Context: an optimization exercise on an open-source flow, tuned for small area and a short achievable clock period. The choices shown serve that exercise and are no tape-out recipe.
Function was checked by simulation only, so behaviour that the tests miss may differ from the original.
In every run shown here, the design's own scripts or RTL, not TritonCTS, make the clock network.
The flow treats the clock pin as an ideal source. Dropping or thinning the clock tree relies on that and would not hold on a real chip.
Power figures rest on the tool's default switching activity, not on a simulated workload.

### flow/flow/skew.tcl
set res $::env(RES)
read_lef $::env(PLATFORM_DIR)/lef/sky130_fd_sc_hd.tlef
read_lef $::env(PLATFORM_DIR)/lef/sky130_fd_sc_hd_merged.lef
read_liberty $::env(PLATFORM_DIR)/lib/sky130_fd_sc_hd__tt_025C_1v80.lib
read_db $res/4_cts.odb
read_sdc $res/4_cts.sdc
source $::env(PLATFORM_DIR)/setRC.tcl
set db [ord::get_db]
set block [ord::get_db_block]
set root [$block findNet clknet_0_clk]

proc master {n} { return [[ord::get_db] findMaster sky130_fd_sc_hd__$n] }
set uid 0
proc newbuf {type innet x y} {
  global block uid
  incr uid
  set inst [odb::dbInst_create $block [master $type] "cksk_buf_$uid"]
  set net [odb::dbNet_create $block "cksk_net_$uid"]
  $net setSigType CLOCK
  [$inst findITerm A] connect $innet
  [$inst findITerm X] connect $net
  $inst setLocation [expr int($x)] [expr int($y)]
  $inst setPlacementStatus PLACED
  return $net
}
proc flops {pats} {
  global block
  set out {}
  foreach inst [$block getInsts] {
    set n [$inst getName]
    if {[$inst findITerm CLK] eq "NULL"} continue
    foreach p $pats { if {[string match $p $n]} { lappend out $inst; break } }
  }
  return $out
}
proc centroid {insts} {
  set sx 0; set sy 0
  foreach i $insts { set b [$i getBBox]; set sx [expr $sx + [$b xMin]]; set sy [expr $sy + [$b yMin]] }
  set n [llength $insts]
  return [list [expr $sx / $n] [expr $sy / $n]]
}
# chain: list of buffer types from the root; the last one is repeated per leaf cluster
proc branch {name pats chain nleaf {src {}}} {
  global root
  if {$src ne {}} { set root $src }
  set fl [flops $pats]
  set fl [lsort -command {apply {{a b} {expr {[[$a getBBox] xMin] - [[$b getBBox] xMin]}}}} $fl]
  set c [centroid $fl]
  set net $root
  if {![llength $chain]} {
    foreach f $fl { set it [$f findITerm CLK]; $it disconnect; $it connect $root }
    puts "branch $name: [llength $fl] flops on the root net"
    return
  }
  foreach t [lrange $chain 0 end-1] { set net [newbuf $t $net [lindex $c 0] [lindex $c 1]] }
  set per [expr {([llength $fl] + $nleaf - 1) / $nleaf}]
  for {set k 0} {$k < $nleaf} {incr k} {
    set grp [lrange $fl [expr $k*$per] [expr ($k+1)*$per - 1]]
    if {![llength $grp]} continue
    set cc [centroid $grp]
    set leaf [newbuf [lindex $chain end] $net [lindex $cc 0] [lindex $cc 1]]
    foreach f $grp {
      set it [$f findITerm CLK]
      $it disconnect
      $it connect $leaf
    }
  }
  puts "branch $name: [llength $fl] flops, chain $chain x $nleaf"
}

# Build a branch, measure the mean clock latency of its flops, and undo it.
set created {}
proc newbuf2 {type innet x y} {
  global created
  set net [newbuf $type $innet $x $y]
  lappend created $net
  return $net
}
proc build {fl chain nleaf} {
  global root created
  set created {}
  set c [centroid $fl]
  set net $root
  foreach t [lrange $chain 0 end-1] { set net [newbuf2 $t $net [lindex $c 0] [lindex $c 1]] }
  set per [expr {([llength $fl] + $nleaf - 1) / $nleaf}]
  for {set k 0} {$k < $nleaf} {incr k} {
    set grp [lrange $fl [expr $k*$per] [expr ($k+1)*$per - 1]]
    if {![llength $grp]} continue
    set cc [centroid $grp]
    set leaf [newbuf2 [lindex $chain end] $net [lindex $cc 0] [lindex $cc 1]]
    foreach f $grp { set it [$f findITerm CLK]; $it disconnect; $it connect $leaf }
  }
}
proc undo {fl orig} {
  global created
  foreach f $fl o $orig { set it [$f findITerm CLK]; $it disconnect; $it connect $o }
  foreach net [lreverse $created] {
    foreach it [$net getITerms] { if {[$it isOutputSignal]} { set inst [$it getInst] } }
    odb::dbInst_destroy $inst
    odb::dbNet_destroy $net
  }
  set created {}
}
proc meanlat {fl} {
  global maxslew
  estimate_parasitics -placement
  set s 0.0
  set maxslew 0.0
  foreach f $fl {
    set pin [get_pins "[$f getName]/CLK"]
    set s [expr {$s + [get_property $pin arrival_max_rise]}]
    set sl [get_property $pin slew_max]
    if {$sl > $maxslew} { set maxslew $sl }
  }
  return [expr {$s / [llength $fl]}]
}
proc branch_area {chain nl} {
  set a 0.0
  foreach t [lrange $chain 0 end-1] { set a [expr {$a + [[master $t] getWidth] * [[master $t] getHeight] / 1e6}] }
  set t [lindex $chain end]
  return [expr {$a + $nl * [[master $t] getWidth] * [[master $t] getHeight] / 1e6}]
}
proc tune {name pats target nleaf {firsts {{} clkbuf_1 clkbuf_2 clkbuf_8 clkbuf_16}}} {
  global maxslew
  set fl [flops $pats]
  set fl [lsort -command {apply {{a b} {expr {[[$a getBBox] xMin] - [[$b getBBox] xMin]}}}} $fl]
  set orig {}
  foreach f $fl { lappend orig [[$f findITerm CLK] getNet] }
  set best {}
  set besterr 1e9
  set bestcost 1e9
  set bestn $nleaf
  set cands {}
  foreach leaf {clkbuf_16 clkbuf_8} {
    foreach nl [list $nleaf [expr {$nleaf + 1}]] {
      if {$nl < 1} continue
      foreach first $firsts {
       foreach mid {{} clkbuf_2 clkbuf_8 clkbuf_16} {
        for {set n 0} {$n <= 14} {incr n} {
          set chain [concat $first [lrepeat $n clkbuf_4] $mid $leaf]
          build $fl $chain $nl
          set lat [meanlat $fl]
          undo $fl $orig
          set err [expr {abs($lat - $target)}]
          puts "tune $name: $chain x $nl -> [format %.3f $lat] slew [format %.3f $maxslew] (target [format %.3f $target])"
          if {$maxslew < 0.100} { lappend cands [list $err [branch_area $chain $nl] $chain $nl] }
          if {$maxslew < 0.100 && $err < $besterr} { set besterr $err }
          if {$lat > $target + 0.15} break
        }
       }
      }
    }
  }
  foreach c $cands {
    if {[lindex $c 0] <= $besterr + 0.015 && [lindex $c 1] < $bestcost} {
      set bestcost [lindex $c 1]; set best [lindex $c 2]; set bestn [lindex $c 3]
    }
  }
  build $fl $best $bestn
  puts "tune $name: chose $best x $bestn, latency [format %.3f [meanlat $fl]] slew [format %.3f $maxslew]"
}

# remove clock buffers left without sinks, and CTS's dummy clock loads
# (clock cells whose output is unconnected)
proc is_clkcell {inst} {
  set m [[$inst getMaster] getName]
  return [expr {[string match "*clkbuf*" $m] || [string match "*clkinv*" $m] || [string match "*__inv_*" $m] || [string match "*__buf_*" $m]}]
}
proc outnet {inst} {
  foreach it [$inst getITerms] { if {[$it isOutputSignal]} { return [$it getNet] } }
  return "NULL"
}
proc cleanup {} {
  global block
  set changed 1
  while {$changed} {
  set changed 0
  foreach inst [$block getInsts] {
    if {![is_clkcell $inst]} continue
    set n [outnet $inst]
    if {$n eq "NULL"} {
      # dummy load: only if its input is on a clock net
      set clkin 0
      foreach it [$inst getITerms] { if {[$it isInputSignal] && [$it getNet] ne "NULL" && [[$it getNet] getSigType] eq "CLOCK"} { set clkin 1 } }
      if {$clkin} { puts "removing dummy [$inst getName]"; odb::dbInst_destroy $inst; set changed 1 }
      continue
    }
    if {[$n getSigType] ne "CLOCK"} continue
    if {[llength [$n getITerms]] <= 1 && [llength [$n getBTerms]] == 0} {
      puts "removing [$inst getName]"
      odb::dbInst_destroy $inst
      odb::dbNet_destroy $n
      set changed 1
    }
  }
}
}

source $::env(SKEW_PLAN)
cleanup
detailed_placement
check_placement
estimate_parasitics -placement
set_propagated_clock [all_clocks]
catch { report_checks -path_delay max -group_path_count 3 -format end }
catch { report_clock_skew }
foreach p {ra[0]* one0* r2[0]* r3[0]* PRODUCT[0]* v1*} {
  catch { foreach pin [get_pins -quiet $p/CLK] { puts "latency [get_full_name $pin] [get_property $pin arrival_max_rise]" } }
}
write_db $res/4_cts.odb
### flow/design.v
`timescale 1ns / 1ps
module fa(input a, b, c, output s, co);
    assign s = a ^ b ^ c;
    assign co = (a & b) | (a & c) | (b & c);
endmodule
module ha(input a, b, output s, co);
    assign s = a ^ b;
    assign co = a & b;
endmodule
module Optimized_Wallace(
    input clk, rst,
    input [15:0] A, B,
    output reg [31:0] PRODUCT
);
    reg [15:0] ra;
    reg rb15;
    reg one0;
    reg two0;
    reg neg0;
    reg one1;
    reg two1;
    reg neg1;
    reg one2;
    reg two2;
    reg neg2;
    reg one3;
    reg two3;
    reg neg3;
    reg one4;
    reg two4;
    reg neg4;
    reg one5;
    reg two5;
    reg neg5;
    reg one6;
    reg two6;
    reg neg6;
    reg one7;
    reg two7;
    reg neg7;
    reg [92:0] r2;
    reg [54:0] r3;
    reg v1, v2, v3;
    wire pp1 = ((one0 & ra[0])) ^ neg0;
    wire pp2 = ((one0 & ra[1]) | (two0 & ra[0])) ^ neg0;
    wire pp3 = ((one0 & ra[2]) | (two0 & ra[1])) ^ neg0;
    wire pp4 = ((one0 & ra[3]) | (two0 & ra[2])) ^ neg0;
    wire pp5 = ((one0 & ra[4]) | (two0 & ra[3])) ^ neg0;
    wire pp6 = ((one0 & ra[5]) | (two0 & ra[4])) ^ neg0;
    wire pp7 = ((one0 & ra[6]) | (two0 & ra[5])) ^ neg0;
    wire pp8 = ((one0 & ra[7]) | (two0 & ra[6])) ^ neg0;
    wire pp9 = ((one0 & ra[8]) | (two0 & ra[7])) ^ neg0;
    wire pp10 = ((one0 & ra[9]) | (two0 & ra[8])) ^ neg0;
    wire pp11 = ((one0 & ra[10]) | (two0 & ra[9])) ^ neg0;
    wire pp12 = ((one0 & ra[11]) | (two0 & ra[10])) ^ neg0;
    wire pp13 = ((one0 & ra[12]) | (two0 & ra[11])) ^ neg0;
    wire pp14 = ((one0 & ra[13]) | (two0 & ra[12])) ^ neg0;
    wire pp15 = ((one0 & ra[14]) | (two0 & ra[13])) ^ neg0;
    wire pp16 = ((one0 & ra[15]) | (two0 & ra[14])) ^ neg0;
    wire pp17 = ((two0 & ra[15])) ^ neg0;
    wire ns18 = ~neg0;
    wire pp19 = ((one1 & ra[0])) ^ neg1;
    wire pp20 = ((one1 & ra[1]) | (two1 & ra[0])) ^ neg1;
    wire pp21 = ((one1 & ra[2]) | (two1 & ra[1])) ^ neg1;
    wire pp22 = ((one1 & ra[3]) | (two1 & ra[2])) ^ neg1;
    wire pp23 = ((one1 & ra[4]) | (two1 & ra[3])) ^ neg1;
    wire pp24 = ((one1 & ra[5]) | (two1 & ra[4])) ^ neg1;
    wire pp25 = ((one1 & ra[6]) | (two1 & ra[5])) ^ neg1;
    wire pp26 = ((one1 & ra[7]) | (two1 & ra[6])) ^ neg1;
    wire pp27 = ((one1 & ra[8]) | (two1 & ra[7])) ^ neg1;
    wire pp28 = ((one1 & ra[9]) | (two1 & ra[8])) ^ neg1;
    wire pp29 = ((one1 & ra[10]) | (two1 & ra[9])) ^ neg1;
    wire pp30 = ((one1 & ra[11]) | (two1 & ra[10])) ^ neg1;
    wire pp31 = ((one1 & ra[12]) | (two1 & ra[11])) ^ neg1;
    wire pp32 = ((one1 & ra[13]) | (two1 & ra[12])) ^ neg1;
    wire pp33 = ((one1 & ra[14]) | (two1 & ra[13])) ^ neg1;
    wire pp34 = ((one1 & ra[15]) | (two1 & ra[14])) ^ neg1;
    wire pp35 = ((two1 & ra[15])) ^ neg1;
    wire ns36 = ~neg1;
    wire pp37 = ((one2 & ra[0])) ^ neg2;
    wire pp38 = ((one2 & ra[1]) | (two2 & ra[0])) ^ neg2;
    wire pp39 = ((one2 & ra[2]) | (two2 & ra[1])) ^ neg2;
    wire pp40 = ((one2 & ra[3]) | (two2 & ra[2])) ^ neg2;
    wire pp41 = ((one2 & ra[4]) | (two2 & ra[3])) ^ neg2;
    wire pp42 = ((one2 & ra[5]) | (two2 & ra[4])) ^ neg2;
    wire pp43 = ((one2 & ra[6]) | (two2 & ra[5])) ^ neg2;
    wire pp44 = ((one2 & ra[7]) | (two2 & ra[6])) ^ neg2;
    wire pp45 = ((one2 & ra[8]) | (two2 & ra[7])) ^ neg2;
    wire pp46 = ((one2 & ra[9]) | (two2 & ra[8])) ^ neg2;
    wire pp47 = ((one2 & ra[10]) | (two2 & ra[9])) ^ neg2;
    wire pp48 = ((one2 & ra[11]) | (two2 & ra[10])) ^ neg2;
    wire pp49 = ((one2 & ra[12]) | (two2 & ra[11])) ^ neg2;
    wire pp50 = ((one2 & ra[13]) | (two2 & ra[12])) ^ neg2;
    wire pp51 = ((one2 & ra[14]) | (two2 & ra[13])) ^ neg2;
    wire pp52 = ((one2 & ra[15]) | (two2 & ra[14])) ^ neg2;
    wire pp53 = ((two2 & ra[15])) ^ neg2;
    wire ns54 = ~neg2;
    wire pp55 = ((one3 & ra[0])) ^ neg3;
    wire pp56 = ((one3 & ra[1]) | (two3 & ra[0])) ^ neg3;
    wire pp57 = ((one3 & ra[2]) | (two3 & ra[1])) ^ neg3;
    wire pp58 = ((one3 & ra[3]) | (two3 & ra[2])) ^ neg3;
    wire pp59 = ((one3 & ra[4]) | (two3 & ra[3])) ^ neg3;
    wire pp60 = ((one3 & ra[5]) | (two3 & ra[4])) ^ neg3;
    wire pp61 = ((one3 & ra[6]) | (two3 & ra[5])) ^ neg3;
    wire pp62 = ((one3 & ra[7]) | (two3 & ra[6])) ^ neg3;
    wire pp63 = ((one3 & ra[8]) | (two3 & ra[7])) ^ neg3;
    wire pp64 = ((one3 & ra[9]) | (two3 & ra[8])) ^ neg3;
    wire pp65 = ((one3 & ra[10]) | (two3 & ra[9])) ^ neg3;
    wire pp66 = ((one3 & ra[11]) | (two3 & ra[10])) ^ neg3;
    wire pp67 = ((one3 & ra[12]) | (two3 & ra[11])) ^ neg3;
    wire pp68 = ((one3 & ra[13]) | (two3 & ra[12])) ^ neg3;
    wire pp69 = ((one3 & ra[14]) | (two3 & ra[13])) ^ neg3;
    wire pp70 = ((one3 & ra[15]) | (two3 & ra[14])) ^ neg3;
    wire pp71 = ((two3 & ra[15])) ^ neg3;
    wire ns72 = ~neg3;
    wire pp73 = ((one4 & ra[0])) ^ neg4;
    wire pp74 = ((one4 & ra[1]) | (two4 & ra[0])) ^ neg4;
    wire pp75 = ((one4 & ra[2]) | (two4 & ra[1])) ^ neg4;
    wire pp76 = ((one4 & ra[3]) | (two4 & ra[2])) ^ neg4;
    wire pp77 = ((one4 & ra[4]) | (two4 & ra[3])) ^ neg4;
    wire pp78 = ((one4 & ra[5]) | (two4 & ra[4])) ^ neg4;
    wire pp79 = ((one4 & ra[6]) | (two4 & ra[5])) ^ neg4;
    wire pp80 = ((one4 & ra[7]) | (two4 & ra[6])) ^ neg4;
    wire pp81 = ((one4 & ra[8]) | (two4 & ra[7])) ^ neg4;
    wire pp82 = ((one4 & ra[9]) | (two4 & ra[8])) ^ neg4;
    wire pp83 = ((one4 & ra[10]) | (two4 & ra[9])) ^ neg4;
    wire pp84 = ((one4 & ra[11]) | (two4 & ra[10])) ^ neg4;
    wire pp85 = ((one4 & ra[12]) | (two4 & ra[11])) ^ neg4;
    wire pp86 = ((one4 & ra[13]) | (two4 & ra[12])) ^ neg4;
    wire pp87 = ((one4 & ra[14]) | (two4 & ra[13])) ^ neg4;
    wire pp88 = ((one4 & ra[15]) | (two4 & ra[14])) ^ neg4;
    wire pp89 = ((two4 & ra[15])) ^ neg4;
    wire ns90 = ~neg4;
    wire pp91 = ((one5 & ra[0])) ^ neg5;
    wire pp92 = ((one5 & ra[1]) | (two5 & ra[0])) ^ neg5;
    wire pp93 = ((one5 & ra[2]) | (two5 & ra[1])) ^ neg5;
    wire pp94 = ((one5 & ra[3]) | (two5 & ra[2])) ^ neg5;
    wire pp95 = ((one5 & ra[4]) | (two5 & ra[3])) ^ neg5;
    wire pp96 = ((one5 & ra[5]) | (two5 & ra[4])) ^ neg5;
    wire pp97 = ((one5 & ra[6]) | (two5 & ra[5])) ^ neg5;
    wire pp98 = ((one5 & ra[7]) | (two5 & ra[6])) ^ neg5;
    wire pp99 = ((one5 & ra[8]) | (two5 & ra[7])) ^ neg5;
    wire pp100 = ((one5 & ra[9]) | (two5 & ra[8])) ^ neg5;
    wire pp101 = ((one5 & ra[10]) | (two5 & ra[9])) ^ neg5;
    wire pp102 = ((one5 & ra[11]) | (two5 & ra[10])) ^ neg5;
    wire pp103 = ((one5 & ra[12]) | (two5 & ra[11])) ^ neg5;
    wire pp104 = ((one5 & ra[13]) | (two5 & ra[12])) ^ neg5;
    wire pp105 = ((one5 & ra[14]) | (two5 & ra[13])) ^ neg5;
    wire pp106 = ((one5 & ra[15]) | (two5 & ra[14])) ^ neg5;
    wire pp107 = ((two5 & ra[15])) ^ neg5;
    wire ns108 = ~neg5;
    wire pp109 = ((one6 & ra[0])) ^ neg6;
    wire pp110 = ((one6 & ra[1]) | (two6 & ra[0])) ^ neg6;
    wire pp111 = ((one6 & ra[2]) | (two6 & ra[1])) ^ neg6;
    wire pp112 = ((one6 & ra[3]) | (two6 & ra[2])) ^ neg6;
    wire pp113 = ((one6 & ra[4]) | (two6 & ra[3])) ^ neg6;
    wire pp114 = ((one6 & ra[5]) | (two6 & ra[4])) ^ neg6;
    wire pp115 = ((one6 & ra[6]) | (two6 & ra[5])) ^ neg6;
    wire pp116 = ((one6 & ra[7]) | (two6 & ra[6])) ^ neg6;
    wire pp117 = ((one6 & ra[8]) | (two6 & ra[7])) ^ neg6;
    wire pp118 = ((one6 & ra[9]) | (two6 & ra[8])) ^ neg6;
    wire pp119 = ((one6 & ra[10]) | (two6 & ra[9])) ^ neg6;
    wire pp120 = ((one6 & ra[11]) | (two6 & ra[10])) ^ neg6;
    wire pp121 = ((one6 & ra[12]) | (two6 & ra[11])) ^ neg6;
    wire pp122 = ((one6 & ra[13]) | (two6 & ra[12])) ^ neg6;
    wire pp123 = ((one6 & ra[14]) | (two6 & ra[13])) ^ neg6;
    wire pp124 = ((one6 & ra[15]) | (two6 & ra[14])) ^ neg6;
    wire pp125 = ((two6 & ra[15])) ^ neg6;
    wire ns126 = ~neg6;
    wire pp127 = ((one7 & ra[0])) ^ neg7;
    wire pp128 = ((one7 & ra[1]) | (two7 & ra[0])) ^ neg7;
    wire pp129 = ((one7 & ra[2]) | (two7 & ra[1])) ^ neg7;
    wire pp130 = ((one7 & ra[3]) | (two7 & ra[2])) ^ neg7;
    wire pp131 = ((one7 & ra[4]) | (two7 & ra[3])) ^ neg7;
    wire pp132 = ((one7 & ra[5]) | (two7 & ra[4])) ^ neg7;
    wire pp133 = ((one7 & ra[6]) | (two7 & ra[5])) ^ neg7;
    wire pp134 = ((one7 & ra[7]) | (two7 & ra[6])) ^ neg7;
    wire pp135 = ((one7 & ra[8]) | (two7 & ra[7])) ^ neg7;
    wire pp136 = ((one7 & ra[9]) | (two7 & ra[8])) ^ neg7;
    wire pp137 = ((one7 & ra[10]) | (two7 & ra[9])) ^ neg7;
    wire pp138 = ((one7 & ra[11]) | (two7 & ra[10])) ^ neg7;
    wire pp139 = ((one7 & ra[12]) | (two7 & ra[11])) ^ neg7;
    wire pp140 = ((one7 & ra[13]) | (two7 & ra[12])) ^ neg7;
    wire pp141 = ((one7 & ra[14]) | (two7 & ra[13])) ^ neg7;
    wire pp142 = ((one7 & ra[15]) | (two7 & ra[14])) ^ neg7;
    wire pp143 = ((two7 & ra[15])) ^ neg7;
    wire ns144 = ~neg7;
    wire pp145 = rb15 & ra[0];
    wire pp146 = rb15 & ra[1];
    wire pp147 = rb15 & ra[2];
    wire pp148 = rb15 & ra[3];
    wire pp149 = rb15 & ra[4];
    wire pp150 = rb15 & ra[5];
    wire pp151 = rb15 & ra[6];
    wire pp152 = rb15 & ra[7];
    wire pp153 = rb15 & ra[8];
    wire pp154 = rb15 & ra[9];
    wire pp155 = rb15 & ra[10];
    wire pp156 = rb15 & ra[11];
    wire pp157 = rb15 & ra[12];
    wire pp158 = rb15 & ra[13];
    wire pp159 = rb15 & ra[14];
    wire pp160 = rb15 & ra[15];
    wire s161, c162;
    fa u_s161 (.a(pp3), .b(pp19), .c(neg1), .s(s161), .co(c162));
    wire s163, c164;
    fa u_s163 (.a(pp5), .b(pp21), .c(pp37), .s(s163), .co(c164));
    wire s165, c166;
    fa u_s165 (.a(pp6), .b(pp22), .c(pp38), .s(s165), .co(c166));
    wire s167, c168;
    fa u_s167 (.a(pp7), .b(pp23), .c(pp39), .s(s167), .co(c168));
    wire s169, c170;
    fa u_s169 (.a(pp8), .b(pp24), .c(pp40), .s(s169), .co(c170));
    wire s171, c172;
    fa u_s171 (.a(pp9), .b(pp25), .c(pp41), .s(s171), .co(c172));
    wire s173, c174;
    fa u_s173 (.a(pp57), .b(pp73), .c(neg4), .s(s173), .co(c174));
    wire s175, c176;
    fa u_s175 (.a(pp10), .b(pp26), .c(pp42), .s(s175), .co(c176));
    wire s177, c178;
    fa u_s177 (.a(pp11), .b(pp27), .c(pp43), .s(s177), .co(c178));
    wire s179, c180;
    fa u_s179 (.a(pp59), .b(pp75), .c(pp91), .s(s179), .co(c180));
    wire s181, c182;
    fa u_s181 (.a(pp12), .b(pp28), .c(pp44), .s(s181), .co(c182));
    wire s183, c184;
    fa u_s183 (.a(pp60), .b(pp76), .c(pp92), .s(s183), .co(c184));
    wire s185, c186;
    fa u_s185 (.a(pp13), .b(pp29), .c(pp45), .s(s185), .co(c186));
    wire s187, c188;
    fa u_s187 (.a(pp61), .b(pp77), .c(pp93), .s(s187), .co(c188));
    wire s189, c190;
    fa u_s189 (.a(pp14), .b(pp30), .c(pp46), .s(s189), .co(c190));
    wire s191, c192;
    fa u_s191 (.a(pp62), .b(pp78), .c(pp94), .s(s191), .co(c192));
    wire s193, c194;
    fa u_s193 (.a(pp15), .b(pp31), .c(pp47), .s(s193), .co(c194));
    wire s195, c196;
    fa u_s195 (.a(pp63), .b(pp79), .c(pp95), .s(s195), .co(c196));
    wire s197, c198;
    fa u_s197 (.a(pp111), .b(pp127), .c(neg7), .s(s197), .co(c198));
    wire s199, c200;
    fa u_s199 (.a(pp16), .b(pp32), .c(pp48), .s(s199), .co(c200));
    wire s201, c202;
    fa u_s201 (.a(pp64), .b(pp80), .c(pp96), .s(s201), .co(c202));
    wire s203, c204;
    ha u_s203 (.a(pp112), .b(pp128), .s(s203), .co(c204));
    wire s205, c206;
    fa u_s205 (.a(pp17), .b(pp33), .c(pp49), .s(s205), .co(c206));
    wire s207, c208;
    fa u_s207 (.a(pp65), .b(pp81), .c(pp97), .s(s207), .co(c208));
    wire s209, c210;
    fa u_s209 (.a(pp113), .b(pp129), .c(pp145), .s(s209), .co(c210));
    wire s211, c212;
    fa u_s211 (.a(neg0), .b(pp34), .c(pp50), .s(s211), .co(c212));
    wire s213, c214;
    fa u_s213 (.a(pp66), .b(pp82), .c(pp98), .s(s213), .co(c214));
    wire s215, c216;
    fa u_s215 (.a(pp114), .b(pp130), .c(pp146), .s(s215), .co(c216));
    wire s217, c218;
    fa u_s217 (.a(neg0), .b(pp35), .c(pp51), .s(s217), .co(c218));
    wire s219, c220;
    fa u_s219 (.a(pp67), .b(pp83), .c(pp99), .s(s219), .co(c220));
    wire s221, c222;
    fa u_s221 (.a(pp115), .b(pp131), .c(pp147), .s(s221), .co(c222));
    wire s223, c224;
    fa u_s223 (.a(ns18), .b(ns36), .c(pp52), .s(s223), .co(c224));
    wire s225, c226;
    fa u_s225 (.a(pp68), .b(pp84), .c(pp100), .s(s225), .co(c226));
    wire s227, c228;
    fa u_s227 (.a(pp116), .b(pp132), .c(pp148), .s(s227), .co(c228));
    wire s229 = ~(pp53 ^ pp69);
    wire c230 = pp53 | pp69;
    wire s231, c232;
    fa u_s231 (.a(pp85), .b(pp101), .c(pp117), .s(s231), .co(c232));
    wire s233, c234;
    ha u_s233 (.a(pp133), .b(pp149), .s(s233), .co(c234));
    wire s235, c236;
    fa u_s235 (.a(ns54), .b(pp70), .c(pp86), .s(s235), .co(c236));
    wire s237, c238;
    fa u_s237 (.a(pp102), .b(pp118), .c(pp134), .s(s237), .co(c238));
    wire s239 = ~(pp71 ^ pp87);
    wire c240 = pp71 | pp87;
    wire s241, c242;
    fa u_s241 (.a(pp103), .b(pp119), .c(pp135), .s(s241), .co(c242));
    wire s243, c244;
    fa u_s243 (.a(ns72), .b(pp88), .c(pp104), .s(s243), .co(c244));
    wire s245, c246;
    fa u_s245 (.a(pp120), .b(pp136), .c(pp152), .s(s245), .co(c246));
    wire s247 = ~(pp89 ^ pp105);
    wire c248 = pp89 | pp105;
    wire s249, c250;
    fa u_s249 (.a(pp121), .b(pp137), .c(pp153), .s(s249), .co(c250));
    wire s251, c252;
    fa u_s251 (.a(ns90), .b(pp106), .c(pp122), .s(s251), .co(c252));
    wire s253 = ~(pp107 ^ pp123);
    wire c254 = pp107 | pp123;
    wire s255, c256;
    fa u_s255 (.a(ns108), .b(pp124), .c(pp140), .s(s255), .co(c256));
    wire s257 = ~(pp125 ^ pp141);
    wire c258 = pp125 | pp141;
    wire s259, c260;
    fa u_s259 (.a(ns126), .b(pp142), .c(pp158), .s(s259), .co(c260));
    wire s261 = ~(pp143 ^ pp159);
    wire c262 = pp143 | pp159;
    wire s263, c264;
    fa u_s263 (.a(c162), .b(pp4), .c(pp20), .s(s263), .co(c264));
    wire s265, c266;
    fa u_s265 (.a(c166), .b(s167), .c(pp55), .s(s265), .co(c266));
    wire s267, c268;
    fa u_s267 (.a(c168), .b(s169), .c(pp56), .s(s267), .co(c268));
    wire s269, c270;
    fa u_s269 (.a(c170), .b(s171), .c(s173), .s(s269), .co(c270));
    wire s271, c272;
    fa u_s271 (.a(c172), .b(c174), .c(s175), .s(s271), .co(c272));
    wire s273, c274;
    fa u_s273 (.a(c176), .b(s177), .c(s179), .s(s273), .co(c274));
    wire s275, c276;
    fa u_s275 (.a(c178), .b(c180), .c(s181), .s(s275), .co(c276));
    wire s277, c278;
    fa u_s277 (.a(c182), .b(c184), .c(s185), .s(s277), .co(c278));
    wire s279, c280;
    fa u_s279 (.a(s187), .b(pp109), .c(neg6), .s(s279), .co(c280));
    wire s281, c282;
    fa u_s281 (.a(c186), .b(c188), .c(s189), .s(s281), .co(c282));
    wire s283, c284;
    ha u_s283 (.a(s191), .b(pp110), .s(s283), .co(c284));
    wire s285, c286;
    fa u_s285 (.a(c190), .b(c192), .c(s193), .s(s285), .co(c286));
    wire s287, c288;
    ha u_s287 (.a(s195), .b(s197), .s(s287), .co(c288));
    wire s289, c290;
    fa u_s289 (.a(c194), .b(c196), .c(c198), .s(s289), .co(c290));
    wire s291, c292;
    fa u_s291 (.a(s199), .b(s201), .c(s203), .s(s291), .co(c292));
    wire s293, c294;
    fa u_s293 (.a(c200), .b(c202), .c(c204), .s(s293), .co(c294));
    wire s295, c296;
    fa u_s295 (.a(s205), .b(s207), .c(s209), .s(s295), .co(c296));
    wire s297, c298;
    fa u_s297 (.a(c206), .b(c208), .c(c210), .s(s297), .co(c298));
    wire s299, c300;
    fa u_s299 (.a(s211), .b(s213), .c(s215), .s(s299), .co(c300));
    wire s301, c302;
    fa u_s301 (.a(c212), .b(c214), .c(c216), .s(s301), .co(c302));
    wire s303, c304;
    fa u_s303 (.a(s217), .b(s219), .c(s221), .s(s303), .co(c304));
    wire s305, c306;
    fa u_s305 (.a(c218), .b(c220), .c(c222), .s(s305), .co(c306));
    wire s307, c308;
    fa u_s307 (.a(s223), .b(s225), .c(s227), .s(s307), .co(c308));
    wire s309, c310;
    fa u_s309 (.a(c224), .b(c226), .c(c228), .s(s309), .co(c310));
    wire s311, c312;
    fa u_s311 (.a(s229), .b(s231), .c(s233), .s(s311), .co(c312));
    wire s313, c314;
    fa u_s313 (.a(c230), .b(c232), .c(c234), .s(s313), .co(c314));
    wire s315, c316;
    fa u_s315 (.a(s235), .b(s237), .c(pp150), .s(s315), .co(c316));
    wire s317, c318;
    fa u_s317 (.a(c236), .b(c238), .c(s239), .s(s317), .co(c318));
    wire s319, c320;
    ha u_s319 (.a(s241), .b(pp151), .s(s319), .co(c320));
    wire s321, c322;
    fa u_s321 (.a(c240), .b(c242), .c(s243), .s(s321), .co(c322));
    wire s323, c324;
    fa u_s323 (.a(c244), .b(c246), .c(s247), .s(s323), .co(c324));
    wire s325, c326;
    fa u_s325 (.a(c248), .b(c250), .c(s251), .s(s325), .co(c326));
    wire s327, c328;
    fa u_s327 (.a(c252), .b(s253), .c(pp139), .s(s327), .co(c328));
    wire s329, c330;
    fa u_s329 (.a(c254), .b(s255), .c(pp156), .s(s329), .co(c330));
    wire s331, c332;
    fa u_s331 (.a(c256), .b(s257), .c(pp157), .s(s331), .co(c332));
    wire s333, c334;
    fa u_s333 (.a(c262), .b(ns144), .c(pp160), .s(s333), .co(c334));
    wire s335, c336;
    fa u_s335 (.a(r2[5]), .b(r2[6]), .c(r2[7]), .s(s335), .co(c336));
    wire s337, c338;
    fa u_s337 (.a(r2[16]), .b(r2[17]), .c(r2[18]), .s(s337), .co(c338));
    wire s339, c340;
    fa u_s339 (.a(r2[20]), .b(r2[21]), .c(r2[22]), .s(s339), .co(c340));
    wire s341, c342;
    fa u_s341 (.a(r2[23]), .b(r2[24]), .c(r2[25]), .s(s341), .co(c342));
    wire s343, c344;
    fa u_s343 (.a(r2[26]), .b(r2[27]), .c(r2[28]), .s(s343), .co(c344));
    wire s345, c346;
    fa u_s345 (.a(r2[29]), .b(r2[30]), .c(r2[31]), .s(s345), .co(c346));
    wire s347, c348;
    fa u_s347 (.a(r2[33]), .b(r2[34]), .c(r2[35]), .s(s347), .co(c348));
    wire s349, c350;
    fa u_s349 (.a(r2[37]), .b(r2[38]), .c(r2[39]), .s(s349), .co(c350));
    wire s351, c352;
    fa u_s351 (.a(r2[41]), .b(r2[42]), .c(r2[43]), .s(s351), .co(c352));
    wire s353, c354;
    fa u_s353 (.a(r2[45]), .b(r2[46]), .c(r2[47]), .s(s353), .co(c354));
    wire s355, c356;
    fa u_s355 (.a(r2[49]), .b(r2[50]), .c(r2[51]), .s(s355), .co(c356));
    wire s357, c358;
    fa u_s357 (.a(r2[53]), .b(r2[54]), .c(r2[55]), .s(s357), .co(c358));
    wire s359, c360;
    fa u_s359 (.a(r2[57]), .b(r2[58]), .c(r2[59]), .s(s359), .co(c360));
    wire s361, c362;
    fa u_s361 (.a(r2[61]), .b(r2[62]), .c(r2[63]), .s(s361), .co(c362));
    wire s363, c364;
    fa u_s363 (.a(r2[65]), .b(r2[66]), .c(r2[67]), .s(s363), .co(c364));
    wire s365, c366;
    fa u_s365 (.a(r2[69]), .b(r2[70]), .c(r2[71]), .s(s365), .co(c366));
    wire s367, c368;
    fa u_s367 (.a(r2[73]), .b(r2[74]), .c(r2[75]), .s(s367), .co(c368));
    wire s369, c370;
    fa u_s369 (.a(r2[76]), .b(r2[77]), .c(r2[78]), .s(s369), .co(c370));
    wire s371, c372;
    fa u_s371 (.a(r2[80]), .b(r2[81]), .c(r2[82]), .s(s371), .co(c372));
    wire s373, c374;
    fa u_s373 (.a(r2[87]), .b(r2[88]), .c(r2[89]), .s(s373), .co(c374));
    wire s375, c376;
    fa u_s375 (.a(c336), .b(r2[8]), .c(r2[9]), .s(s375), .co(c376));
    wire s377, c378;
    ha u_s377 (.a(r2[10]), .b(r2[11]), .s(s377), .co(c378));
    wire s379, c380;
    ha u_s379 (.a(r2[12]), .b(r2[13]), .s(s379), .co(c380));
    wire s381, c382;
    ha u_s381 (.a(r2[14]), .b(r2[15]), .s(s381), .co(c382));
    wire s383, c384;
    ha u_s383 (.a(s337), .b(r2[19]), .s(s383), .co(c384));
    wire s385, c386;
    ha u_s385 (.a(c338), .b(s339), .s(s385), .co(c386));
    wire s387, c388;
    ha u_s387 (.a(c340), .b(s341), .s(s387), .co(c388));
    wire s389, c390;
    ha u_s389 (.a(c342), .b(s343), .s(s389), .co(c390));
    wire s391, c392;
    fa u_s391 (.a(c344), .b(s345), .c(r2[32]), .s(s391), .co(c392));
    wire s393, c394;
    fa u_s393 (.a(c346), .b(s347), .c(r2[36]), .s(s393), .co(c394));
    wire s395, c396;
    fa u_s395 (.a(c348), .b(s349), .c(r2[40]), .s(s395), .co(c396));
    wire s397, c398;
    fa u_s397 (.a(c350), .b(s351), .c(r2[44]), .s(s397), .co(c398));
    wire s399, c400;
    fa u_s399 (.a(c352), .b(s353), .c(r2[48]), .s(s399), .co(c400));
    wire s401, c402;
    fa u_s401 (.a(c354), .b(s355), .c(r2[52]), .s(s401), .co(c402));
    wire s403, c404;
    fa u_s403 (.a(c356), .b(s357), .c(r2[56]), .s(s403), .co(c404));
    wire s405, c406;
    fa u_s405 (.a(c358), .b(s359), .c(r2[60]), .s(s405), .co(c406));
    wire s407, c408;
    fa u_s407 (.a(c360), .b(s361), .c(r2[64]), .s(s407), .co(c408));
    wire s409, c410;
    fa u_s409 (.a(c362), .b(s363), .c(r2[68]), .s(s409), .co(c410));
    wire s411, c412;
    fa u_s411 (.a(c364), .b(s365), .c(r2[72]), .s(s411), .co(c412));
    wire s413, c414;
    ha u_s413 (.a(c366), .b(s367), .s(s413), .co(c414));
    wire s415, c416;
    fa u_s415 (.a(c368), .b(s369), .c(r2[79]), .s(s415), .co(c416));
    wire s417, c418;
    ha u_s417 (.a(c370), .b(s371), .s(s417), .co(c418));
    wire s419, c420;
    fa u_s419 (.a(c372), .b(r2[83]), .c(r2[84]), .s(s419), .co(c420));
    wire s421, c422;
    ha u_s421 (.a(r2[85]), .b(r2[86]), .s(s421), .co(c422));
    wire s423, c424;
    fa u_s423 (.a(c374), .b(r2[90]), .c(r2[91]), .s(s423), .co(c424));
    wire g425, p426;
    ha u_p426 (.a(r2[0]), .b(r2[1]), .s(p426), .co(g425));
    wire g427, p428;
    ha u_p428 (.a(c376), .b(s377), .s(p428), .co(g427));
    wire g429, p430;
    ha u_p430 (.a(c378), .b(s379), .s(p430), .co(g429));
    wire g431, p432;
    ha u_p432 (.a(c380), .b(s381), .s(p432), .co(g431));
    wire g433, p434;
    ha u_p434 (.a(c382), .b(s383), .s(p434), .co(g433));
    wire g435, p436;
    ha u_p436 (.a(c384), .b(s385), .s(p436), .co(g435));
    wire g437, p438;
    ha u_p438 (.a(c386), .b(s387), .s(p438), .co(g437));
    wire g439, p440;
    ha u_p440 (.a(c388), .b(s389), .s(p440), .co(g439));
    wire g441, p442;
    ha u_p442 (.a(c390), .b(s391), .s(p442), .co(g441));
    wire g443, p444;
    ha u_p444 (.a(c392), .b(s393), .s(p444), .co(g443));
    wire g445, p446;
    ha u_p446 (.a(c394), .b(s395), .s(p446), .co(g445));
    wire g447, p448;
    ha u_p448 (.a(c396), .b(s397), .s(p448), .co(g447));
    wire g449, p450;
    ha u_p450 (.a(c398), .b(s399), .s(p450), .co(g449));
    wire g451, p452;
    ha u_p452 (.a(c400), .b(s401), .s(p452), .co(g451));
    wire g453, p454;
    ha u_p454 (.a(c402), .b(s403), .s(p454), .co(g453));
    wire g455, p456;
    ha u_p456 (.a(c404), .b(s405), .s(p456), .co(g455));
    wire g457, p458;
    ha u_p458 (.a(c406), .b(s407), .s(p458), .co(g457));
    wire g459, p460;
    ha u_p460 (.a(c408), .b(s409), .s(p460), .co(g459));
    wire g461, p462;
    ha u_p462 (.a(c410), .b(s411), .s(p462), .co(g461));
    wire g463, p464;
    ha u_p464 (.a(c412), .b(s413), .s(p464), .co(g463));
    wire g465, p466;
    ha u_p466 (.a(c414), .b(s415), .s(p466), .co(g465));
    wire g467, p468;
    ha u_p468 (.a(c416), .b(s417), .s(p468), .co(g467));
    wire g469, p470;
    ha u_p470 (.a(c418), .b(s419), .s(p470), .co(g469));
    wire g471, p472;
    ha u_p472 (.a(c420), .b(s421), .s(p472), .co(g471));
    wire g473, p474;
    ha u_p474 (.a(c422), .b(s373), .s(p474), .co(g473));
    wire g475, p476;
    ha u_p476 (.a(c424), .b(r2[92]), .s(p476), .co(g475));
    wire t477 = p426 | g425;
    wire t478 = p428 | g427;
    wire t479 = p430 | g429;
    wire t480 = p432 | g431;
    wire t481 = p434 | g433;
    wire G482 = 1'b0 | (r2[2] & g425);
    wire P483 = r2[2] & t477;
    wire G484 = 1'b0 | (r2[4] & 1'b0);
    wire P485 = r2[4] & r2[3];
    wire G486 = 1'b0 | (s375 & 1'b0);
    wire P487 = s375 & s335;
    wire G488 = g429 | (t479 & g427);
    wire P489 = t479 & t478;
    wire G490 = g433 | (t481 & g431);
    wire P491 = t481 & t480;
    wire G492 = 1'b0 | (r2[3] & G482);
    wire P493 = r2[3] & P483;
    wire G494 = G484 | (P485 & G482);
    wire P495 = P485 & P483;
    wire G496 = g427 | (t478 & G486);
    wire P497 = t478 & P487;
    wire G498 = G488 | (P489 & G486);
    wire P499 = P489 & P487;
    wire G500 = 1'b0 | (s335 & G494);
    wire P501 = s335 & P495;
    wire G502 = G486 | (P487 & G494);
    wire P503 = P487 & P495;
    wire G504 = G496 | (P497 & G494);
    wire P505 = P497 & P495;
    wire G506 = G498 | (P499 & G494);
    wire P507 = P499 & P495;
    wire G508 = g431 | (t480 & G506);
    wire P509 = t480 & P507;
    wire G510 = G490 | (P491 & G506);
    wire P511 = P491 & P507;
    wire sum512 = p426;
    wire sum513 = r2[2] ^ g425;
    wire sum514 = r2[3] ^ G482;
    wire sum515 = r2[4] ^ G492;
    wire sum516 = s335 ^ G494;
    wire sum517 = s375 ^ G500;
    wire sum518 = p428 ^ G502;
    wire sum519 = p430 ^ G504;
    wire sum520 = p432 ^ G506;
    wire sum521 = p434 ^ G508;
    wire t522 = r3[11] | r3[12];
    wire t523 = r3[13] | r3[14];
    wire t524 = r3[15] | r3[16];
    wire t525 = r3[17] | r3[18];
    wire t526 = r3[19] | r3[20];
    wire t527 = r3[21] | r3[22];
    wire t528 = r3[23] | r3[24];
    wire t529 = r3[25] | r3[26];
    wire t530 = r3[27] | r3[28];
    wire t531 = r3[29] | r3[30];
    wire t532 = r3[31] | r3[32];
    wire t533 = r3[33] | r3[34];
    wire t534 = r3[35] | r3[36];
    wire t535 = r3[37] | r3[38];
    wire t536 = r3[39] | r3[40];
    wire t537 = r3[41] | r3[42];
    wire t538 = r3[43] | r3[44];
    wire t539 = r3[45] | r3[46];
    wire t540 = r3[47] | r3[48];
    wire t541 = r3[49] | r3[50];
    wire t542 = r3[51] | r3[52];
    wire t543 = r3[53] | r3[54];
    wire g544 = r3[12] | (r3[11] & r3[10]);
    wire G545 = r3[14] | (t523 & g544);
    wire P546 = t523 & t522;
    wire G547 = r3[18] | (t525 & r3[16]);
    wire P548 = t525 & t524;
    wire G549 = r3[22] | (t527 & r3[20]);
    wire P550 = t527 & t526;
    wire G551 = r3[26] | (t529 & r3[24]);
    wire P552 = t529 & t528;
    wire G553 = r3[30] | (t531 & r3[28]);
    wire P554 = t531 & t530;
    wire G555 = r3[34] | (t533 & r3[32]);
    wire P556 = t533 & t532;
    wire G557 = r3[38] | (t535 & r3[36]);
    wire P558 = t535 & t534;
    wire G559 = r3[42] | (t537 & r3[40]);
    wire P560 = t537 & t536;
    wire G561 = r3[46] | (t539 & r3[44]);
    wire P562 = t539 & t538;
    wire G563 = r3[50] | (t541 & r3[48]);
    wire P564 = t541 & t540;
    wire G565 = r3[54] | (t543 & r3[52]);
    wire P566 = t543 & t542;
    wire G567 = G547 | (P548 & G545);
    wire P568 = P548 & P546;
    wire G569 = G551 | (P552 & G549);
    wire P570 = P552 & P550;
    wire G571 = G555 | (P556 & G553);
    wire P572 = P556 & P554;
    wire G573 = G559 | (P560 & G557);
    wire P574 = P560 & P558;
    wire G575 = G563 | (P564 & G561);
    wire P576 = P564 & P562;
    wire G577 = G569 | (P570 & G567);
    wire P578 = P570 & P568;
    wire G579 = G573 | (P574 & G571);
    wire P580 = P574 & P572;
    wire G581 = G579 | (P580 & G577);
    wire P582 = P580 & P578;
    wire G583 = G571 | (P572 & G577);
    wire P584 = P572 & P578;
    wire G585 = G575 | (P576 & G581);
    wire P586 = P576 & P582;
    wire G587 = G549 | (P550 & G567);
    wire P588 = P550 & P568;
    wire G589 = G553 | (P554 & G577);
    wire P590 = P554 & P578;
    wire G591 = G557 | (P558 & G583);
    wire P592 = P558 & P584;
    wire G593 = G561 | (P562 & G581);
    wire P594 = P562 & P582;
    wire G595 = G565 | (P566 & G585);
    wire P596 = P566 & P586;
    wire G597 = r3[16] | (t524 & G545);
    wire P598 = t524 & P546;
    wire G599 = r3[20] | (t526 & G567);
    wire P600 = t526 & P568;
    wire G601 = r3[24] | (t528 & G587);
    wire P602 = t528 & P588;
    wire G603 = r3[28] | (t530 & G577);
    wire P604 = t530 & P578;
    wire G605 = r3[32] | (t532 & G589);
    wire P606 = t532 & P590;
    wire G607 = r3[36] | (t534 & G583);
    wire P608 = t534 & P584;
    wire G609 = r3[40] | (t536 & G591);
    wire P610 = t536 & P592;
    wire G611 = r3[44] | (t538 & G581);
    wire P612 = t538 & P582;
    wire G613 = r3[48] | (t540 & G593);
    wire P614 = t540 & P594;
    wire G615 = r3[52] | (t542 & G585);
    wire P616 = t542 & P586;
    wire sum617 = r3[11] ^ r3[10];
    wire sum618 = r3[13] ^ g544;
    wire sum619 = r3[15] ^ G545;
    wire sum620 = r3[17] ^ G597;
    wire sum621 = r3[19] ^ G567;
    wire sum622 = r3[21] ^ G599;
    wire sum623 = r3[23] ^ G587;
    wire sum624 = r3[25] ^ G601;
    wire sum625 = r3[27] ^ G577;
    wire sum626 = r3[29] ^ G603;
    wire sum627 = r3[31] ^ G589;
    wire sum628 = r3[33] ^ G605;
    wire sum629 = r3[35] ^ G583;
    wire sum630 = r3[37] ^ G607;
    wire sum631 = r3[39] ^ G591;
    wire sum632 = r3[41] ^ G609;
    wire sum633 = r3[43] ^ G581;
    wire sum634 = r3[45] ^ G611;
    wire sum635 = r3[47] ^ G593;
    wire sum636 = r3[49] ^ G613;
    wire sum637 = r3[51] ^ G585;
    wire sum638 = r3[53] ^ G615;
    wire [31:0] sum = {sum638, sum637, sum636, sum635, sum634, sum633, sum632, sum631, sum630, sum629, sum628, sum627, sum626, sum625, sum624, sum623, sum622, sum621, sum620, sum619, sum618, sum617, r3[9], r3[8], r3[7], r3[6], r3[5], r3[4], r3[3], r3[2], r3[1], r3[0]};
    always @(posedge clk or posedge rst) begin
        if (rst) begin
            v1 <= 1'b0; v2 <= 1'b0; v3 <= 1'b0;
            PRODUCT <= 32'd0;
        end else begin
            v1 <= 1'b1; v2 <= v1; v3 <= v2;
            PRODUCT <= sum & {32{v3}};
        end
    end
    always @(posedge clk) begin
        ra <= A;
        rb15 <= B[15];
        one0 <= B[0] ^ 1'b0;
        two0 <= (B[1] & ~B[0] & ~1'b0) | (~B[1] & B[0] & 1'b0);
        neg0 <= B[1] & ~(B[0] & 1'b0);
        one1 <= B[2] ^ B[1];
        two1 <= (B[3] & ~B[2] & ~B[1]) | (~B[3] & B[2] & B[1]);
        neg1 <= B[3] & ~(B[2] & B[1]);
        one2 <= B[4] ^ B[3];
        two2 <= (B[5] & ~B[4] & ~B[3]) | (~B[5] & B[4] & B[3]);
        neg2 <= B[5] & ~(B[4] & B[3]);
        one3 <= B[6] ^ B[5];
        two3 <= (B[7] & ~B[6] & ~B[5]) | (~B[7] & B[6] & B[5]);
        neg3 <= B[7] & ~(B[6] & B[5]);
        one4 <= B[8] ^ B[7];
        two4 <= (B[9] & ~B[8] & ~B[7]) | (~B[9] & B[8] & B[7]);
        neg4 <= B[9] & ~(B[8] & B[7]);
        one5 <= B[10] ^ B[9];
        two5 <= (B[11] & ~B[10] & ~B[9]) | (~B[11] & B[10] & B[9]);
        neg5 <= B[11] & ~(B[10] & B[9]);
        one6 <= B[12] ^ B[11];
        two6 <= (B[13] & ~B[12] & ~B[11]) | (~B[13] & B[12] & B[11]);
        neg6 <= B[13] & ~(B[12] & B[11]);
        one7 <= B[14] ^ B[13];
        two7 <= (B[15] & ~B[14] & ~B[13]) | (~B[15] & B[14] & B[13]);
        neg7 <= B[15] & ~(B[14] & B[13]);
        r2 <= {s333, s261, c260, s259, c258, c332, s331, c330, s329, c328, pp155, s327, c326, pp154, pp138, s325, c324, s249, s323, c322, s245, s321, c320, c318, s319, s317, c316, c314, s315, s313, c312, c310, s311, s309, c308, c306, s307, s305, c304, c302, s303, s301, c300, c298, s299, s297, c296, c294, s295, s293, c292, c290, s291, s289, c288, c286, s287, s285, c284, c282, s283, s281, c280, c278, s279, s277, c276, s183, s275, c274, neg5, s273, c272, pp74, pp58, s271, c270, s269, c268, s267, c266, neg3, s265, s165, c164, neg2, s163, c264, s263, s161, pp2, neg0, pp1};
        r3 <= {g475, p476, 1'b0, s423, g473, p474, g471, p472, g469, p470, g467, p468, g465, p466, g463, p464, g461, p462, g459, p460, g457, p458, g455, p456, g453, p454, g451, p452, g449, p450, g447, p448, g445, p446, g443, p444, g441, p442, g439, p440, g437, p438, g435, p436, G510, sum521, sum520, sum519, sum518, sum517, sum516, sum515, sum514, sum513, sum512};
    end
endmodule
### flow/constraint.sdc
create_clock -name core_clock -period 3.0 [get_ports {clk}]
set_input_delay 0.6000 -clock core_clock [delete_from_list [all_inputs] [get_ports {clk}]]
set_output_delay 0.6000 -clock core_clock [all_outputs]
set_load 0.01 [all_outputs]
### flow/flow/plan.tcl
set rootnet $root
branch r1 {ra* rb15* one* two* neg*} {clkbuf_16} 2 [$block findNet clk]
foreach pass {1 2} {
  set root [$block findNet clk]
  tune r2 {r2*} 0.40 5 {clkbuf_1 clkbuf_2 clkbuf_4 clkbuf_8 clkbuf_16}
  set root $rootnet
  tune r3 {r3* v1* v2* v3*} 0.60 3
  tune prod {PRODUCT*} 0.78 3
  cleanup
}
### flow/flow/run.sh
#!/bin/bash
set -euo pipefail
export BUFFER_PORTS_ARGS="-buffer_cell sky130_fd_sc_hd__buf_1"
bash standard.sh cts > flow_cts.log 2>&1
export RES=$PWD/orfs/results/sky130hd/Optimized_Wallace/base
export PLATFORM_DIR=$FLOW_HOME/platforms/sky130hd
export SKEW_PLAN=$PWD/flow/plan.tcl
openroad -no_splash -exit flow/skew.tcl > skew_eco.log 2>&1
bash standard.sh finish > flow_make.log 2>&1
### flow/config.mk
export PLATFORM = sky130hd
export DESIGN_NAME = Optimized_Wallace
export DESIGN_NICKNAME = Optimized_Wallace
export VERILOG_FILES = /design/flow/design.v
export SDC_FILE = /design/flow/constraint.sdc
export NUM_CORES = 4
export LEC_CHECK = 0
export CAP_MARGIN = 20
export CORE_MARGIN = 2
export CORE_UTILIZATION = 60
export CTS_BUF_LIST = sky130_fd_sc_hd__clkbuf_16
export CTS_CLUSTER_DIAMETER = 100
export CTS_CLUSTER_SIZE = 25
export SETUP_SLACK_MARGIN = 1.4
export SLEW_MARGIN = 20
export SYNTH_HIERARCHICAL = 1
export SYNTH_MINIMUM_KEEP_SIZE = 0
export TNS_END_PERCENT = 0
### flow/standard.sh
#!/bin/bash
# synth_recipe.tcl (not shown) runs the flow's synth.tcl, then flattens the netlist and writes it again
# the make line also repeats each setting of config.mk as NAME=value (left out here)
make -C /OpenROAD-flow-scripts/flow DESIGN_CONFIG=/design/flow/config.mk WORK_HOME=/design/flow/orfs CLKGATE_MAP_FILE= SYNTH_SCRIPT=/design/flow/synth_recipe.tcl "${@:-finish}"
==> impl_metrics.csv, run 1 <==
group,metric,value,unit
outcome,status,"finished clean",
power_and_ir_drop,p_leak,4.81,nW
synthesis,synth_edf_count,0,
sta,maxSlewHeadroom,54.3,%
floorplan,ios,66,
finish,area_growth,7.79,%
synthesis,syn-num-nets,1152,
global_route,antenna_found_initial,0,
finish,drive_above_1_share,8.99,%
finish,fillers,1454,
synthesis,yosysWarnings,7,
detailed_routing,drtIter0Drc,732,
worst_setup_path,cp-start-kind,"register",
detailed_routing,wl_met3,1910,microns
clocking,cts.reportedPaths.clkPinSlew,0.08,ns
worst_setup_path,end_kind,"register",
clocking,cts_sinks,222,
sta,worst_pin_slew,0.685,ns
worst_setup_path,cp_slowest_cell,"dfxtp_2",
sta,finClkSkew,0.293,ns
worst_setup_path,cp_cell_sequence,"a21o_1 > a31o_1 > o31a_1 > and3_4 > a221oi_4 > o21bai_1 > ha_2 > xnor2_2 > nor2_1",
finish,final_common_cell,"dfxtp_1",
power_and_ir_drop,peakVddDrop,0.557,mV
sta,post-route-period-util,64.1,%
finish,regArea,4700,sq um
global_route,grt_overflow_total,0,
finish,multiInputGateArea,6280,sq um
detailed_routing,drc,0,
floorplan,initial_core_util,60.6,%
detailed_routing,wire_per_inst,20.3,microns
detailed_routing,via_per_inst,5.85,
placement,dp.cells,1176,
global_route,grt_pass1_vias,7422,
sta,setup_tns,0,ns
worst_setup_path,reg2reg_slack,1.08,ns
detailed_routing,dr.pass1.iters,6,
finish,fin_cells,1202,
synthesis,netlist_area,11300,sq um
sta,rsz0062_at_grt,"yes",
sta,maxSlewViolCount,0,
run,maxCapViolCount,0,
sta,finalHoldViolations,0,
synthesis,post_synth_num_cell_types,46,
detailed_routing,wl_met1,10800,microns
placement,port-buffer-count,65,
floorplan,fp-row-count,50,
sta,fmax,520,MHz
detailed_routing,highest_layer,"met4",
synthesis,async_flop_share,15.8,%
floorplan,dieArea,19900,sq um
sta,period_minus_slack,1.92,ns
finish,n_antenna_cell,0,
floorplan,fp.dieW,141,microns
synthesis,syn_inst,948,
placement,place_congestion,0.927,
worst_setup_path,cpPeakStageDelay,0.35,ns
detailed_routing,finalWirelength,24500,microns
floorplan,die_h,141,microns
floorplan,core_area,18600,sq um
finish,nNetsFinal,1174,
clocking,clk_latency,0.44,ns
worst_setup_path,cp_max_fo,5,
detailed_routing,met2_length,11300,microns
global_route,grt_usage,25.4,%
synthesis,ys_ff_latch,222,
worst_setup_path,path_class,"reg2reg",
detailed_routing,ant_nets,0,
hold_path,hold_class,"reg2reg",
synthesis,synth_seq_area_share,41.0,%
synthesis,avgSynthCellArea,11.9,sq um
sta,finalSetupViolCount,0,
synthesis,synthFlopType,"dfxtp_1",
power_and_ir_drop,cellPowerDensity,948,nW/um^2
detailed_routing,vias,7028,
finish,mostFrequentLayoutCells,"152 x dfxtp_1, 147 x xnor2_1, 119 x a22oi_1, 109 x fa_1, 65 x buf_1",
worst_setup_path,worstPathRequired,3.65,ns
worst_setup_path,crit_arrival,2.57,ns
global_route,grt_max_degree,36,
power_and_ir_drop,p_total,0.0115,W
global_route,grt_pass1_wl,39300,microns
placement,hpwl,16700,microns
critical path, delay by kind of cell, from the launching register on:
| kind | cells | cell delay (ns) |
|---|---|---|
| DFF | 1 | 0.35 |
| adders and majority gates | 1 | 0.19 |
| and+or+nand+nor | 2 | 0.24 |
| xor gates and xnor gates | 1 | 0.14 |
| AOI/OAI and AO/OA | 5 | 1.07 |
modules after synthesis, one instance, submodules excluded:
| module | copies in the design | cells inside |
|---|---|---|
| ha | 41 | 1 |
| Optimized_Wallace | 1 | 796 |
| fa | 111 | 1 |
where the power goes:
| group | total, W | switching, W | leakage [nW] | internal (W) |
|---|---|---|---|---|
| sequential | 0.00486 | 0.000748 | 2.03 | 0.00412 |
| clock | 0.00180 | 0.000959 | 0.189 | 0.000842 |
| combinational | 0.00483 | 0.00248 | 2.59 | 0.00236 |
cells in the mapped netlist, types with 6 or more instances:
cell	number	share of area, %
dfxtp_1	187	33
xnor2_1	148	12
a22oi_1	120	8.0
fa_1	111	20
clkbuf_1	81	2.7
ha_1	59	6.6
dfrtp_1	35	7.8
and2_1	28	1.6
inv_1	28	0.93
nand2_1	26	0.87
o21ai_0	20	0.89
nor2_1	13	0.43
nand2b_1	12	0.67
a21oi_1	11	0.49
nor2b_1	9	0.50
nand3b_1	7	0.47
nor3_1	6	0.27
per-layer routing:
layer | GRT usage (%) | vias up
met3 | 5.37 | 48
met5 | 0 | -
li1 | - | 3187
met4 | 8.21 | 0
met2 | 40.6 | 319
met1 | 35.2 | 3474
registers in the layout (all words and copies together), names as in the netlist, 16 cells and up:
name,cells
PRODUCT,32
r2,93
r3,53
ra,16
area by class of cell:
class | instances | share of cell area (%)
Multi-Input combinational cell | 614 | 51.8
Clock buffer | 1 | 0.206
Buffer | 21 | 2.85
Sequential cell | 222 | 38.8
Tap cell | 234 | 2.41
Timing Repair Buffer | 82 | 3.08
Inverter | 28 | 0.866
metrics by stage:
step | setup WS, ns | utilization [%] | hold WS [ns] | cell area [sq um]
6_report | 1.08 | 65.3 | 0.236 | 12100
5_1_grt | 0.978 | 65.3 | 0.259 | 12100
4_1_cts | 0.901 | 65.1 | 0.175 | 12100
3_3_place_gp | 0.528 | 62.5 | 0.339 | 11600
2_1_floorplan | 0.996 | - | 0.330 | 11500
3_5_place_dp | 0.511 | 62.5 | 0.346 | 11600
kinds of logic after synthesis:
logic type               count (synthesis)  share of synthesized area (%)
AO/OA/AOI/OAI                          177                           11.4
flip-flops                             222                           41.0
AND/OR/NAND/NOR                        110                           5.34
other                                    1                         0.0333
multiplexers                             4                          0.356
XOR/XNOR                               152                           11.8
adder cells (fa/ha/maj)                170                           26.3
buffers and inverters                  112                           3.74
path summary, 6_finish.rpt:
kind                                     start                     to  cells after the start
worst max-delay path            r3[41]$_DFF_P_  PRODUCT[31]$_DFF_PP0_                      9
worst min-delay path             r3[1]$_DFF_P_   PRODUCT[1]$_DFF_PP0_                      1
worst max register to register  r3[41]$_DFF_P_  PRODUCT[31]$_DFF_PP0_                      9
worst min register to register   r3[1]$_DFF_P_   PRODUCT[1]$_DFF_PP0_                      1
max in group asynchronous                  rst           v3$_DFF_PP0_                      4
min in group asynchronous                  rst  PRODUCT[23]$_DFF_PP0_                      4
what timing repair did:
action,4_1_cts,5_1_grt
endpoints found under the setup margin,124,121
gates resized for setup,53,1
setup buffers,3,0
pin swaps,5,0
hold buffers,0,1
hold endpoints to repair,0,32
==> inputs of run 2 (changes only) <==
--- a/flow/flow/plan.tcl
+++ b/flow/flow/plan.tcl
@@ -5,6 +5,6 @@
   tune r2 {r2*} 0.40 5 {clkbuf_1 clkbuf_2 clkbuf_4 clkbuf_8 clkbuf_16}
   set root $rootnet
   tune r3 {r3* v1* v2* v3*} 0.60 3
-  tune prod {PRODUCT*} 0.78 3
+  tune prod {PRODUCT*} 0.80 3
   cleanup
 }
==> run 2 against run 1 <==
  * Cell area is essentially flat
  * Synthesized area is the same
  * First-iteration DRC count shrank 15%
  * Register-to-register slack is essentially flat
  * Clock skew shrank 0.0026 ns
  * Combinational power is essentially flat
==> impl_metrics.csv, run 2 <==
group,metric,value,unit
finish,mostFrequentLayoutCells,"152 x dfxtp_1, 147 x xnor2_1, 119 x a22oi_1, 109 x fa_1, 64 x buf_1",
clocking,cts_sinks,222,
sta,setup_tns,0,ns
finish,n_antenna_cell,0,
sta,post-route-period-util,65.1,%
floorplan,fp-row-count,50,
detailed_routing,drtIter0Drc,621,
detailed_routing,dr.pass1.iters,6,
worst_setup_path,path_class,"reg2out",
sta,finClkSkew,0.290,ns
global_route,grt_max_degree,36,
synthesis,post_synth_num_cell_types,46,
placement,place_congestion,0.927,
global_route,grt_pass1_wl,39400,microns
detailed_routing,ant_nets,0,
synthesis,synthFlopType,"dfxtp_1",
sta,fin_ws,1.05,ns
synthesis,ys_top_cells_by_count,"187 x dfxtp_1, 148 x xnor2_1, 120 x a22oi_1, 111 x fa_1, 81 x clkbuf_1",
detailed_routing,finalWirelength,24400,microns
placement,dp.cells,1176,
placement,port-buffer-count,65,
finish,fin_cells,1202,
worst_setup_path,cp_cell_sequence,"clkbuf_2",
worst_setup_path,cpPeakStageDelay,0.38,ns
power_and_ir_drop,p_clk_share,15.6,%
sta,rsz0062_at_grt,"yes",
power_and_ir_drop,p_total,0.0115,W
detailed_routing,wire_per_inst,20.3,microns
synthesis,netlist_area,11300,sq um
hold_path,hold_class,"reg2reg",
detailed_routing,via_per_inst,5.82,
detailed_routing,drc,0,
floorplan,core_area,18600,sq um
power_and_ir_drop,swShare,36.2,%
sta,worst_pin_slew,0.688,ns
clocking,cts.reportedPaths.clkPinSlew,0.09,ns
sta,finalHoldViolations,0,
worst_setup_path,cp_max_fo,1,
power_and_ir_drop,peakVddDrop,0.557,mV
floorplan,die_h,141,microns
outcome,status,"finished clean",
worst_setup_path,cp_slowest_cell,"dfrtp_1",
finish,postLayoutCoreUtil,65.3,%
floorplan,fp.dieW,141,microns
finish,top_register,"r2",
worst_setup_path,end_kind,"output pin",
synthesis,ys_ff_latch,222,
synthesis,synth_top_area_share,33.3,%
run,maxCapViolCount,0,
floorplan,initial_core_util,60.6,%
power_and_ir_drop,p_seq_share,42.4,%
worst_setup_path,cp-start-kind,"register",
synthesis,syn_inst,948,
sta,fmax,512,MHz
finish,largest_reg_flops,93,
finish,top_regs,"r2 x93, r3 x53, PRODUCT x32",
global_route,grt_overflow_total,0,
finish,final_common_cell,"dfxtp_1",
synthesis,synth.area.top_cells,"dfxtp_1 33%, fa_1 20%, xnor2_1 12%",
power_and_ir_drop,p_sw,0.00415,W
floorplan,dieArea,19900,sq um
worst_setup_path,crit_buf_inv,1,
detailed_routing,vias,7001,
finish,nNetsFinal,1174,
finish,area_growth,7.78,%
floorplan,ios,66,
synthesis,syn-num-nets,1152,
power_and_ir_drop,power.internal,0.00732,W
worst_setup_path,path_delay_family,"flip-flops",
sta,maxSlewViolCount,0,
synthesis,synth_edf_count,0,
synthesis,synth_seq_area_share,41.0,%
synthesis,synth_top_cell_by_area,"dfxtp_1",
synthesis,yosysMostFrequentCell,"dfxtp_1",
sta,period_minus_slack,1.95,ns
power_and_ir_drop,power_frac_comb,42.0,%
finish,drive_above_1_share,8.99,%
sta,maxSlewHeadroom,54.1,%
global_route,grt_usage,25.4,%
synthesis,yosysWarnings,7,
synthesis,avgSynthCellArea,11.9,sq um
global_route,grt_pass1_vias,7429,
worst_setup_path,reg2reg_slack,1.08,ns
sta,finalSetupViolCount,0,
synthesis,async_flop_share,15.8,%
clocking,clk_latency,0.85,ns
worst_setup_path,worstPathRequired,2.40,ns
power_and_ir_drop,cellPowerDensity,945,nW/um^2
global_route,antenna_found_initial,0,
placement,hpwl,16700,microns
worst_setup_path,crit_arrival,1.35,ns
placement,dpl_worst_slack,0.511,ns
power_and_ir_drop,p_leak,4.81,nW
==> run 2: cell counts after synthesis <==
Identical to the previous run, type by type.
==> run 2: per-layer routing <==
layer / up-vias / track usage, % / routed length [microns]
li1: 3186 / - / -
met1: 3409 / 35.3 / 10500
met2: 359 / 41.0 / 11400
met3: 47 / 5.33 / 2150
met4: 0 / 7.21 / 418
met5: - / 0 / 0
==> run 2: layout make-up <==
cell class	instances	area, sq um
timing repair buffer	82	375
sequential	222	4700
multi-input combinational	614	6280
fill	1455	6450
inverter	28	105
buffer	21	348
tap	234	293
clock buffer	1	25.0
==> run 2: worst paths after layout <==
| kind | start | cells after the start | to |
|---|---|---|---|
| min in group asynchronous | rst | 4 | PRODUCT[23]$_DFF_PP0_ |
| max in group asynchronous | rst | 4 | v2$_DFF_PP0_ |
| min | r3[7]$_DFF_P_ | 1 | PRODUCT[7]$_DFF_PP0_ |
| max | PRODUCT[29]$_DFF_PP0_ | 1 | PRODUCT[29] |
| max reg2reg | r2[5]$_DFF_P_ | 8 | r3[10]$_DFF_P_ |
| min reg2reg | r3[7]$_DFF_P_ | 1 | PRODUCT[7]$_DFF_PP0_ |
==> run 2: repair_timing <==
item,in CTS,in global routing
hold buffers,0,1
endpoints found under the setup margin,124,119
buffers inserted,3,0
endpoints found under the hold margin,0,32
resized for setup,53,1
pin swaps,5,0
==> run 2: through the flow <==
stage / cell area, sq um / hold WS [ns]
2_1_floorplan: 11500 / 0.330
3_3_place_gp: 11600 / 0.339
6_report: 12100 / 0.159
3_5_place_dp: 11600 / 0.346
4_1_cts: 12100 / 0.175
5_1_grt: 12100 / 0.196
==> run 2: power groups by stage <==
stage	clock (W)	combinational, W	sequential [W]
after floorplan	0	0.00342	0.00468
after global placement	0	0.00453	0.00486
after detailed placement	0	0.00472	0.00491
after CTS	0.00175	0.00486	0.00485
after global routing	0.00194	0.00564	0.00498
final	0.00179	0.00482	0.00486
==> run 2: cell families (layout without fill, tap and decap cells) <==
group	Yosys count	after routing	synth area share (%)
DFF	222	222	41.0
adders and majority gates	170	170	26.3
other	1	1	0.0333
buffers and inverters	112	132	3.74
xor gates and xnor gates	152	152	11.8
muxes	4	4	0.356
and+or+nand+nor	110	110	5.34
AOI/OAI and AO/OA	177	177	11.4
==> run 2: Yosys stat by module, one instance, submodules excluded <==
module	cells inside	times used	cell area (sq um)	flops+latches
ha	1	41	12.5	0
Optimized_Wallace	796	1	8520	222
fa	1	111	20.0	0

separate check: timing with driven ports:
In the flow no input, the clock included, has a driving cell. The finished layouts below were timed again as built, in two steps.
Step 1 sets driving cells, clkbuf_16 on the clock port and buf_2 on the other inputs (assumed; they add their load-dependent delay and slew).
Step 2, shift: input delay + t, output delay - t, t = (earliest + latest rising clock arrival at the registers) / 2. This alone moves slack from input paths to output paths.
Three values: ideal, step 1, step 2; two values: the first two.
run | t (ns) | setup slack, ns | worst hold slack (ns) | clock arrival spread, ns | cell pins on the clock port's net
run 1 | 0.532 | 1.077 / 1.049 / 1.077 | 0.236 / 0.236 / 0.236 | 0.639 / 0.639 | 4
run 2 | 0.571 | 1.047 / 0.974 / 1.076 | 0.159 / 0.159 / 0.159 | 0.711 / 0.710 | 4
In run 1 and run 2 the clock reaches the registers at very different times; t lies between them, and the last value is a rough guide only.
